This is an optimization exercise on Yosys and OpenROAD, whose aim is small area and a short achievable clock period, not a production implementation. At most, simulation tests tie the RTL to the original design; equivalence was not proved.

==> inputs of delta <==
// DSP
module DSP(
input clk,
input rst,
input [15:0] dout,
output G2,
output [15:0] o
    );
==> flow/config.mk <==
export PLATFORM = sky130hd
export DESIGN_NAME = DSP
export DESIGN_NICKNAME = DSP
export VERILOG_FILES = /design/flow/design.v
export SDC_FILE = /design/flow/constraint.sdc
export NUM_CORES = 4
export LEC_CHECK = 0
export CAP_MARGIN = 20
export CORE_MARGIN = 2
export CORE_UTILIZATION = 40
export SLEW_MARGIN = 20
==> flow/constraint.sdc <==
create_clock -name core_clock -period 16.0 [get_ports {clk}]
set_input_delay 3.2000 -clock core_clock [delete_from_list [all_inputs] [get_ports {clk}]]
set_output_delay 3.2000 -clock core_clock [all_outputs]
set_load 0.01 [all_outputs]
standard.sh (not shown) runs the stock make flow with config.mk's settings and CLKGATE_MAP_FILE= SYNTH_SCRIPT=/design/flow/synth_recipe.tcl, a recipe that flattens the netlist after the stock synthesis.
==> flow/flow/run.sh <==
#!/bin/bash
# Standard layout (bash standard.sh: the standard flow's own synthesis and ORFS steps), with
# three changes:
# - the port buffers are buf_2 cells instead of the default choice
#   (clkdlybuf4s50_1, a delay cell); every port is still buffered;
# - timing repair aims for 11.9 ns of setup slack at the design's clock period,
#   so the resizer speeds up the critical paths instead of stopping once the
#   16 ns period is met;
# - clock tree synthesis uses a sky130_fd_sc_hd__clkbuf_16 root buffer, sky130_fd_sc_hd__clkbuf_4 sky130_fd_sc_hd__clkbuf_8 buffers below it,
#   and inserts no dummy loads.
# The full output of the layout goes to standard.log.
set -euo pipefail
export BUFFER_PORTS_ARGS="-buffer_cell sky130_fd_sc_hd__buf_2"
export SETUP_SLACK_MARGIN=11.9
export CTS_ARGS="-sink_clustering_enable -repair_clock_nets -root_buf sky130_fd_sc_hd__clkbuf_16 -buf_list {sky130_fd_sc_hd__clkbuf_4 sky130_fd_sc_hd__clkbuf_8} -dont_use_dummy_load"
bash standard.sh > standard.log 2>&1
==> harbor (differences from delta) <==
==> flow/flow/run.sh (replaced) <==
#!/bin/bash
# Standard layout (bash standard.sh: the standard flow's own synthesis and ORFS steps), with
# three changes:
# - the port buffers are buf_2 cells instead of the default choice
#   (clkdlybuf4s50_1, a delay cell); every port is still buffered;
# - timing repair aims for 12.0 ns of setup slack at the design's clock period,
#   so the resizer speeds up the critical paths instead of stopping once the
#   16 ns period is met;
# - clock tree synthesis uses a sky130_fd_sc_hd__clkbuf_16 root buffer, sky130_fd_sc_hd__clkbuf_8 buffers below it,
#   and inserts no dummy loads.
# The full output of the layout goes to standard.log.
set -euo pipefail
export BUFFER_PORTS_ARGS="-buffer_cell sky130_fd_sc_hd__buf_2"
export SETUP_SLACK_MARGIN=12.0
export CTS_ARGS="-sink_clustering_enable -repair_clock_nets -root_buf sky130_fd_sc_hd__clkbuf_16 -buf_list {sky130_fd_sc_hd__clkbuf_8} -dont_use_dummy_load"
bash standard.sh > standard.log 2>&1
==> garnet (differences from delta) <==
==> flow/flow/run.sh (replaced) <==
#!/bin/bash
# Standard layout (bash standard.sh: the standard flow's own synthesis and ORFS steps), with
# three changes:
# - the port buffers are buf_2 cells instead of the default choice
#   (clkdlybuf4s50_1, a delay cell); every port is still buffered;
# - timing repair aims for 11.9 ns of setup slack at the design's clock period,
#   so the resizer speeds up the critical paths instead of stopping once the
#   16 ns period is met;
# - clock tree synthesis uses a sky130_fd_sc_hd__clkbuf_16 root buffer, sky130_fd_sc_hd__clkbuf_8 buffers below it,
#   and inserts no dummy loads.
# The full output of the layout goes to standard.log.
set -euo pipefail
export BUFFER_PORTS_ARGS="-buffer_cell sky130_fd_sc_hd__buf_2"
export SETUP_SLACK_MARGIN=11.9
export CTS_ARGS="-sink_clustering_enable -repair_clock_nets -root_buf sky130_fd_sc_hd__clkbuf_16 -buf_list {sky130_fd_sc_hd__clkbuf_8} -dont_use_dummy_load"
bash standard.sh > standard.log 2>&1
==> comparison table <==
|  | garnet | harbor | delta |
|---|---|---|---|
| Outcome | complete, no violations | complete, no violations | complete, no violations |
| Cell area after layout | 6750 sq um | 6950 sq um | 6750 sq um |
| Final min period | 4.04 ns | 3.99 ns | 4.04 ns |
| Overall Global Routing Usage | 12.8% | 12.8% | 12.8% |
| Sequential Area | 3300 sq um | 3310 sq um | 3300 sq um |
| Placed Instance Area | 6400 sq um | 6440 sq um | 6400 sq um |
| CP endpoint kind | flip-flop | output port | flip-flop |
| Ratio of cells with drive above 1 in the final layout | 14.1% | 18.3% | 14.1% |
| Slowest stage cell on the critical path | fa_2 | dfxtp_1 | fa_2 |
| Setup slack of the worst register-to-register path | 12.02 ns | 12.15 ns | 12.02 ns |
| Final Worst Setup Slack | 11.96 ns | 12.01 ns | 11.96 ns |
| Detailed Route Iter0 Violations | 111 | 118 | 111 |
| Insertion delay of the later-clocked pin in the worst-skew pair | 0.36 ns | 0.37 ns | 0.36 ns |
| Clock-cell share | 3.63% | 3.53% | 3.63% |
| Number of cells on the critical path | 6 | 1 | 6 |
| Non-Filler Instances | 737 | 742 | 737 |
| Hold WS | 0.314 ns | 0.307 ns | 0.314 ns |
| Fmax | 247 MHz | 251 MHz | 247 MHz |
| Worst Path Arrival | 4.26 ns | 0.79 ns | 4.26 ns |
| Avg WL per Cell | 12.6 um | 12.8 um | 12.6 um |
| Gates resized, CTS repair | 7 | 8 | 7 |
| Fillers | 1333 | 1326 | 1333 |
| Routed via count divided by cell count | 4.59 | 4.68 | 4.59 |

---

==> yarrow: inputs <==
Another version of the RTL of DSP (not shown whole).
## DSP
module DSP(
input clk,
input rst,
input [15:0] dout,
output G2,
output [15:0] o
    );
Settings: LEC_CHECK=0, CAP_MARGIN=20, CORE_MARGIN=2, CORE_UTILIZATION=40, CTS_BUF_LIST=sky130_fd_sc_hd__clkbuf_4 sky130_fd_sc_hd__clkbuf_8, SLEW_MARGIN=20; clock period 16.0 ns.
==> flow/flow/run.sh <==
#!/bin/bash
# Standard layout, with the port buffers made of buf_2 cells instead of the
# default choice (clkdlybuf4s50_1, a delay cell), and timing repair aiming
# for more setup slack than the clock period needs. Every port is still buffered.
set -euo pipefail
export BUFFER_PORTS_ARGS="-buffer_cell sky130_fd_sc_hd__buf_2"
export SETUP_SLACK_MARGIN=12.0
bash standard.sh > standard.log 2>&1
==> raven (differences from yarrow) <==
==> flow/flow/run.sh (replaced) <==
#!/bin/bash
# Standard layout, with the port buffers made of buf_2 cells instead of the
# default choice (clkdlybuf4s50_1, a delay cell). Every port is still buffered.
set -euo pipefail
export BUFFER_PORTS_ARGS="-buffer_cell sky130_fd_sc_hd__buf_2"
bash standard.sh > standard.log 2>&1
==> comparison <==
In raven the maximum frequency is lower than in yarrow, by 6.5%.
Cell count: yarrow is larger than raven (0.96%).
yarrow went through all stages and came out clean. raven finished with timing, DRC and antenna clean.
Synthesized cell count is the same in raven and yarrow.
Flip-flop and latch count is the same in raven and yarrow.
Against yarrow, the core utilization of raven is lower by 3.0 points.
Of yarrow and raven, yarrow has the higher register-to-register slack (gap 510 ps).
Area after synthesis is the same in raven and yarrow.
Sequential share of layout area: raven is higher than yarrow (2.8 points).
==> figures <==
quantity	raven	yarrow
Non-clock buffer instance count of the final layout	27	34
Clock distribution area overhead in the final layout	5.494%	6.255%
Avg Vias per Cell	4.667	4.699
Core utilization of the finished layout	45.08%	48.12%
Status	no timing/DRC/antenna violations	no timing/DRC/antenna violations
Met2 WL	4641 um	4971 um
Proportion of cell area occupied by registers	46.63%	43.79%
Critical path capture point type	flop	primary output
CP Launch Point	co[0]$_SDFF_PP0_	q[2]$_SDFF_PP0_
Tightest slew margin relative to the limit	53.37%	49.73%
Slowest library cell on the worst path	fa_1	dfxtp_1
Cell count along the critical path	17	1
Final hold slack	329.5 ps	322.7 ps
Maximum fanout count along the critical path	6	1
GRT Util Overall	13.71%	14.13%
Layout Skew	5.677 ps	6.027 ps
Required arrival time at the worst endpoint	16320 ps	12800 ps
Maximum frequency from static timing analysis	228.8 MHz	244.6 MHz
No functional check of the RTL was part of any run of this note.

---

==> inputs of run a <==
DSP, a different RTL version from the one above (not shown whole).
export LEC_CHECK = 0
export CAP_MARGIN = 20
export CORE_MARGIN = 2
export CORE_UTILIZATION = 40
export SLEW_MARGIN = 20
create_clock -name core_clock -period 16.0 [get_ports {clk}]
==> flow/flow/run.sh <==
#!/bin/bash
# Standard layout (bash standard.sh: the standard flow's own synthesis and ORFS steps), with
# three changes:
# - the port buffers are buf_2 cells instead of the default choice
#   (clkdlybuf4s50_1, a delay cell); every port is still buffered;
# - timing repair aims for 11.7 ns of setup slack at the design's clock period,
#   so the resizer speeds up the critical paths instead of stopping once the
#   16 ns period is met;
# - clock tree synthesis uses a sky130_fd_sc_hd__clkbuf_4 root buffer, sky130_fd_sc_hd__clkbuf_4 sky130_fd_sc_hd__clkbuf_8 buffers below it,
#   and inserts no dummy loads.
# The full output of the layout goes to standard.log.
set -euo pipefail
export BUFFER_PORTS_ARGS="-buffer_cell sky130_fd_sc_hd__buf_2"
export SETUP_SLACK_MARGIN=11.7
export CTS_ARGS="-sink_clustering_enable -repair_clock_nets -buf_list {sky130_fd_sc_hd__clkbuf_4 sky130_fd_sc_hd__clkbuf_8} -dont_use_dummy_load"
bash standard.sh > standard.log 2>&1
==> run b (differences from run a) <==
--- a/flow/design.v
+++ b/flow/design.v
@@ -12,12 +12,15 @@
 reg [9:0]  q;                               
 wire        old_ok = c[3];                  
 wire [15:0] nd7    = ~(d7 & {16{old_ok}});    
 wire [15:0] y;
 wire rc1;
+wire [5:0] ri1;
 wire rc2;
+wire [3:0] ri2;
 wire rc3;
+wire [2:0] rit;
 wire [18:0] r;
 wire ap_g0;
 wire ap_p0;
 wire ap_g1;
 wire ap_p1;
@@ -403,13 +406,16 @@
 wire aq_s19;
 wire aq_s20;
 wire aq_s21;
 wire [9:0] qn;
 assign rc1 = co[0];
+assign ri1 = sb[11:6] + 6'd1;
 assign rc2 = co[1] | (sb[6] & sb[7] & sb[8] & sb[9] & sb[10] & sb[11] & rc1);
+assign ri2 = sb[15:12] + 4'd1;
 assign rc3 = co[2] | (sb[12] & sb[13] & sb[14] & sb[15] & rc2);
-assign r = {(sb[18] ^ (rc3 & sb[16] & sb[17])), (sb[17] ^ (rc3 & sb[16])), (sb[16] ^ (rc3)), (sb[15] ^ (rc2 & sb[12] & sb[13] & sb[14])), (sb[14] ^ (rc2 & sb[12] & sb[13])), (sb[13] ^ (rc2 & sb[12])), (sb[12] ^ (rc2)), (sb[11] ^ (rc1 & sb[6] & sb[7] & sb[8] & sb[9] & sb[10])), (sb[10] ^ (rc1 & sb[6] & sb[7] & sb[8] & sb[9])), (sb[9] ^ (rc1 & sb[6] & sb[7] & sb[8])), (sb[8] ^ (rc1 & sb[6] & sb[7])), (sb[7] ^ (rc1 & sb[6])), (sb[6] ^ (rc1)), sb[5], sb[4], sb[3], sb[2], sb[1], sb[0]};
+assign rit = sb[18:16] + 3'd1;
+assign r = {(rc3 ? rit[2] : sb[18]), (rc3 ? rit[1] : sb[17]), (rc3 ? rit[0] : sb[16]), (rc2 ? ri2[3] : sb[15]), (rc2 ? ri2[2] : sb[14]), (rc2 ? ri2[1] : sb[13]), (rc2 ? ri2[0] : sb[12]), (rc1 ? ri1[5] : sb[11]), (rc1 ? ri1[4] : sb[10]), (rc1 ? ri1[3] : sb[9]), (rc1 ? ri1[2] : sb[8]), (rc1 ? ri1[1] : sb[7]), (rc1 ? ri1[0] : sb[6]), sb[5], sb[4], sb[3], sb[2], sb[1], sb[0]};
 assign ap_g0 = r[0] & nd7[0];
 assign ap_p0 = r[0] ^ nd7[0];
 assign ap_g1 = r[1] & nd7[1];
 assign ap_p1 = r[1] ^ nd7[1];
 assign ap_g2 = r[2] & nd7[2];
==> flow/flow/run.sh (replaced) <==
#!/bin/bash
# Standard layout (bash standard.sh: the standard flow's own synthesis and ORFS steps), with
# two changes:
# - the port buffers are buf_2 cells instead of the default choice
#   (clkdlybuf4s50_1, a delay cell); every port is still buffered;
# - timing repair aims for 11.7 ns of setup slack at the design's clock period,
#   so the resizer speeds up the critical paths instead of stopping once the
#   16 ns period is met;
# - clock tree synthesis inserts no dummy loads.
# The full output of the layout goes to standard.log.
set -euo pipefail
export BUFFER_PORTS_ARGS="-buffer_cell sky130_fd_sc_hd__buf_2"
export SETUP_SLACK_MARGIN=11.7
export CTS_ARGS="-sink_clustering_enable -repair_clock_nets -buf_list {sky130_fd_sc_hd__clkbuf_4 sky130_fd_sc_hd__clkbuf_8} -dont_use_dummy_load"
bash standard.sh > standard.log 2>&1
--- a/flow/config.mk
+++ b/flow/config.mk
@@ -5,7 +5,8 @@
 export SDC_FILE = /design/flow/constraint.sdc
 export NUM_CORES = 4
 export LEC_CHECK = 0
 export CAP_MARGIN = 20
 export CORE_MARGIN = 2
-export CORE_UTILIZATION = 40
+export CORE_UTILIZATION = 60
+export CTS_BUF_LIST = sky130_fd_sc_hd__clkbuf_4 sky130_fd_sc_hd__clkbuf_8
 export SLEW_MARGIN = 20
==> qor summary <==
                                                                   run a           run b
Outcome                                                   finished clean  finished clean
Number of gates resized after CTS                                      0               5
Fraction of met1 tracks used by global routing                    0.1506          0.2316
Met2 usage                                                        0.2023          0.3105
Filler Cell Count                                                   1385             766
Final routed wire length divided by cell count                  12.50 um        13.33 um
Worst min-delay path endpoint                                      d2[5]           d2[9]
Drt via density                                                    4.649           5.026
Arrival @ worst endpoint                                         4500 ps         4510 ps
Total routing resource utilization after global routing           0.1242          0.1897
Post-Layout Inst Area                                         6570 sq um      6724 sq um
Fraction of the cycle the final worst path needs                  0.2630          0.2637
Comb_multi_in                                                        300             315
Met3 capacity usage during global routing                        0.04175         0.05639
Count of cells along the worst register-to-register path              17              16
Clk tree area frac                                               0.03561         0.03480
Final critical delay including setup and external delays         4209 ps         4219 ps
Complex-gate fraction of the synthesized area                    0.09338         0.08478
Function not checked in run a: the RTL went through the layout flow alone.

---

==> job 473 <==
DSP, a different RTL version from the one above (not shown whole).
Settings: LEC_CHECK=0, CAP_MARGIN=20, CORE_MARGIN=2, CORE_UTILIZATION=40, SLEW_MARGIN=20; clock period 16.0 ns.
==> flow/flow/run.sh <==
#!/bin/bash
# Standard layout (bash standard.sh: the standard flow's own synthesis and ORFS steps), with
# three changes:
# - the port buffers are buf_2 cells instead of the default choice
#   (clkdlybuf4s50_1, a delay cell); every port is still buffered;
# - timing repair aims for 11.9 ns of setup slack at the design's clock period,
#   so the resizer speeds up the critical paths instead of stopping once the
#   16 ns period is met;
# - clock tree synthesis uses a sky130_fd_sc_hd__clkbuf_16 root buffer, sky130_fd_sc_hd__clkbuf_8 buffers below it,
#   and inserts no dummy loads.
# The full output of the layout goes to standard.log.
set -euo pipefail
export BUFFER_PORTS_ARGS="-buffer_cell sky130_fd_sc_hd__buf_2"
export SETUP_SLACK_MARGIN=11.9
export CTS_ARGS="-sink_clustering_enable -repair_clock_nets -root_buf sky130_fd_sc_hd__clkbuf_16 -buf_list {sky130_fd_sc_hd__clkbuf_8} -dont_use_dummy_load"
bash standard.sh > standard.log 2>&1
==> job 6487 (differences from job 473) <==
--- a/flow/design.v
+++ b/flow/design.v
@@ -7,27 +7,19 @@
     );
 reg [15:0] d0, d1, d2, d3, d4, d5, d6, d7;  
 reg [18:0] sb;                              
 reg [3:0]  co;                               
 reg [3:0]  c;                               
 reg [9:0]  q;                               
-reg        z;                               
 wire        old_ok = c[3];                  
 wire [15:0] nd7    = ~(d7 & {16{old_ok}});    
 wire [15:0] y;
-wire ra0;
-wire ra1;
-wire ra2;
-wire ra3;
-wire rp_G1;
-wire rp_P1;
-wire rp_G2;
-wire rp_P2;
-wire rp_G3;
-wire rp_G4;
-wire rp_G5;
+wire rc1;
+wire rc2;
+wire rc3;
+wire rc4;
 wire [18:0] r;
 wire ap_g0;
 wire ap_p0;
 wire ap_g1;
 wire ap_p1;
 wire ap_g2;
@@ -465,24 +457,17 @@
 wire aq_s17;
 wire aq_s18;
 wire aq_s19;
 wire aq_s20;
 wire aq_s21;
 wire [9:0] qn;
-assign ra0 = sb[0] & sb[1] & sb[2] & sb[3];
-assign ra1 = sb[4] & sb[5] & sb[6] & sb[7];
-assign ra2 = sb[8] & sb[9] & sb[10] & sb[11];
-assign ra3 = sb[12] & sb[13] & sb[14] & sb[15];
-assign rp_G1 = co[3] | (ra3 & co[2]);
-assign rp_P1 = ra3 & ra2;
-assign rp_G2 = co[2] | (ra2 & co[1]);
-assign rp_P2 = ra2 & ra1;
-assign rp_G3 = co[1] | (ra1 & co[0]);
-assign rp_G4 = rp_G1 | (rp_P1 & rp_G3);
-assign rp_G5 = rp_G2 | (rp_P2 & co[0]);
-assign r = {(sb[18] ^ (rp_G4 & sb[16] & sb[17])), (sb[17] ^ (rp_G4 & sb[16])), (sb[16] ^ (rp_G4)), (sb[15] ^ (rp_G5 & sb[12] & sb[13] & sb[14])), (sb[14] ^ (rp_G5 & sb[12] & sb[13])), (sb[13] ^ (rp_G5 & sb[12])), (sb[12] ^ (rp_G5)), (sb[11] ^ (rp_G3 & sb[8] & sb[9] & sb[10])), (sb[10] ^ (rp_G3 & sb[8] & sb[9])), (sb[9] ^ (rp_G3 & sb[8])), (sb[8] ^ (rp_G3)), (sb[7] ^ (co[0] & sb[4] & sb[5] & sb[6])), (sb[6] ^ (co[0] & sb[4] & sb[5])), (sb[5] ^ (co[0] & sb[4])), (sb[4] ^ (co[0])), sb[3], sb[2], sb[1], sb[0]};
+assign rc1 = co[0];
+assign rc2 = co[1] | (sb[4] & sb[5] & sb[6] & sb[7] & rc1);
+assign rc3 = co[2] | (sb[8] & sb[9] & sb[10] & sb[11] & rc2);
+assign rc4 = co[3] | (sb[12] & sb[13] & sb[14] & sb[15] & rc3);
+assign r = {(sb[18] ^ (rc4 & sb[16] & sb[17])), (sb[17] ^ (rc4 & sb[16])), (sb[16] ^ (rc4)), (sb[15] ^ (rc3 & sb[12] & sb[13] & sb[14])), (sb[14] ^ (rc3 & sb[12] & sb[13])), (sb[13] ^ (rc3 & sb[12])), (sb[12] ^ (rc3)), (sb[11] ^ (rc2 & sb[8] & sb[9] & sb[10])), (sb[10] ^ (rc2 & sb[8] & sb[9])), (sb[9] ^ (rc2 & sb[8])), (sb[8] ^ (rc2)), (sb[7] ^ (rc1 & sb[4] & sb[5] & sb[6])), (sb[6] ^ (rc1 & sb[4] & sb[5])), (sb[5] ^ (rc1 & sb[4])), (sb[4] ^ (rc1)), sb[3], sb[2], sb[1], sb[0]};
 assign ap_g0 = r[0] & nd7[0];
 assign ap_p0 = r[0] ^ nd7[0];
 assign ap_g1 = r[1] & nd7[1];
 assign ap_p1 = r[1] ^ nd7[1];
 assign ap_g2 = r[2] & nd7[2];
 assign ap_p2 = r[2] ^ nd7[2];
@@ -591,13 +576,13 @@
 assign ap_s13 = ap_p13 ^ ap_G31;
 assign ap_s14 = ap_p14 ^ ap_G32;
 assign ap_s15 = ap_p15 ^ ap_G33;
 assign ap_s16 = ap_p16 ^ ap_G34;
 assign ap_s17 = ap_p17 ^ ap_G35;
 assign ap_s18 = ap_p18 ^ ap_G36;
-assign p = {ap_s18, ap_s17, ap_s16, ap_s15, ap_s14, ap_s13, ap_s12, ap_s11, ap_s10, ap_s9, ap_s8, ap_s7, ap_s6, ap_s5, ap_s4, ap_s3, ap_s2, ap_s1, ap_s0} & {19{~z}};
+assign p = {ap_s18, ap_s17, ap_s16, ap_s15, ap_s14, ap_s13, ap_s12, ap_s11, ap_s10, ap_s9, ap_s8, ap_s7, ap_s6, ap_s5, ap_s4, ap_s3, ap_s2, ap_s1, ap_s0};
 assign ab0__g0 = p[0] & dout[0];
 assign ab0__p0 = p[0] ^ dout[0];
 assign ab0__g1 = p[1] & dout[1];
 assign ab0__p1 = p[1] ^ dout[1];
 assign ab0__g2 = p[2] & dout[2];
 assign ab0__p2 = p[2] ^ dout[2];
@@ -929,20 +914,21 @@
   d2 <= d1;
   d3 <= d2;
   d4 <= d3;
   d5 <= d4;
   d6 <= d5;
   d7 <= d6;
-  sb <= sb_next;
-  co <= co_next;
-  z  <= rst;
   if (rst) begin
+    sb <= 19'd0;
+    co <= 4'd0;
     c  <= 4'd0;
     q  <= 10'd0;
   end else begin
+    sb <= sb_next;
+    co <= co_next;
     c  <= c + {3'd0, ~old_ok};
-    q  <= z ? 10'd0 : qn;
+    q  <= qn;
   end
 end
 assign o  = {6'd0, q};
 assign G2 = 1'b0;
 endmodule
==> run notes <==
| item | job 473 | job 6487 |
|---|---|---|
| Worst setup path end | q[9]$_SDFF_PP0_ | co[0]$_SDFF_PP0_ |
| Clock tree skew after final layout | 0.0308 ns | 0.0226 ns |
| Routed wire length | 9.90 mm | 9.67 mm |
| Sequential fraction of the synthesis area | 54.1% | 54.7% |
| Slowest-stage cell, CP | sky130_fd_sc_hd__or4_1 | sky130_fd_sc_hd__fa_2 |
| Buffers excl. clock | 35 | 31 |
| Clock Pin Slew Worst Setup and Hold Paths | 0.07 ns | 0.08 ns |
| Crit share post-route | 25.3% | 25.1% |
| Vias in the first global route | 3630 | 3587 |
| Pin count of the biggest net entering global routing | 26 | 39 |
| Logic inverters | 44 | 33 |
| Die W | 128 µm | 127 µm |
| # rows | 45 | 44 |
| Run status | no timing/DRC/antenna violations | no timing/DRC/antenna violations |
| Number of multi-input combinational cells | 312 | 309 |
| Multiplexer fraction of the synthesized cell area | 0% | 0.186% |
| DRC marker count from the first detailed-route iteration | 163 | 150 |
For job 473, only the layout was checked, not whether the RTL still works.

what the ideal ports hide:
How much do the figures lean on ideal ports? The routed layouts below were timed once more, with nothing changed but the port constraints.
Step 1 sets driving cells, clkbuf_16 on the clock port and buf_2 on the other inputs (assumed; they add their load-dependent delay and slew).
Step 2 also shifts input and output timing later by t, the mid clock arrival at the registers, as if the neighbouring blocks saw the same clock.
a / b / c = ideal / step 1 / step 2; a / b = the first two.
| run | t (ns) | slack for setup (ns) | latest minus earliest clock arrival (ns) | slew at the worst register clock pin (ns) | worst data-port slew with drivers (ns) |
|---|---|---|---|---|---|
| delta | 0.395 | 11.957 / 11.966 / 11.581 | 0.024 / 0.023 | 0.08 / 0.08 | 0.03 |
| harbor | 0.396 | 12.014 / 11.974 / 11.632 | 0.028 / 0.028 | 0.08 / 0.08 | 0.05 |
| garnet | 0.395 | 11.957 / 11.966 / 11.581 | 0.024 / 0.023 | 0.08 / 0.08 | 0.03 |
| yarrow | 0.488 | 11.912 / 11.876 / 11.584 | 0.011 / 0.011 | 0.09 / 0.09 | 0.04 |
| raven | 0.488 | 11.630 / 11.630 / 11.501 | 0.006 / 0.006 | 0.09 / 0.09 | 0.03 |
| run a | 0.462 | 11.791 / 11.804 / 11.343 | 0.024 / 0.023 | 0.08 / 0.08 | 0.03 |
| run b | 0.465 | 11.781 / 11.792 / 11.328 | 0.033 / 0.033 | 0.08 / 0.08 | 0.03 |
| job 473 | 0.391 | 11.952 / 11.970 / 11.578 | 0.032 / 0.031 | 0.09 / 0.09 | 0.03 |
| job 6487 | 0.398 | 11.984 / 11.965 / 11.606 | 0.023 / 0.023 | 0.08 / 0.08 | 0.03 |
After both steps every run listed still meets setup and hold. For run b, which loses most, drivers alone change the setup slack by +0.011 ns; drivers and shift together by -0.453 ns.
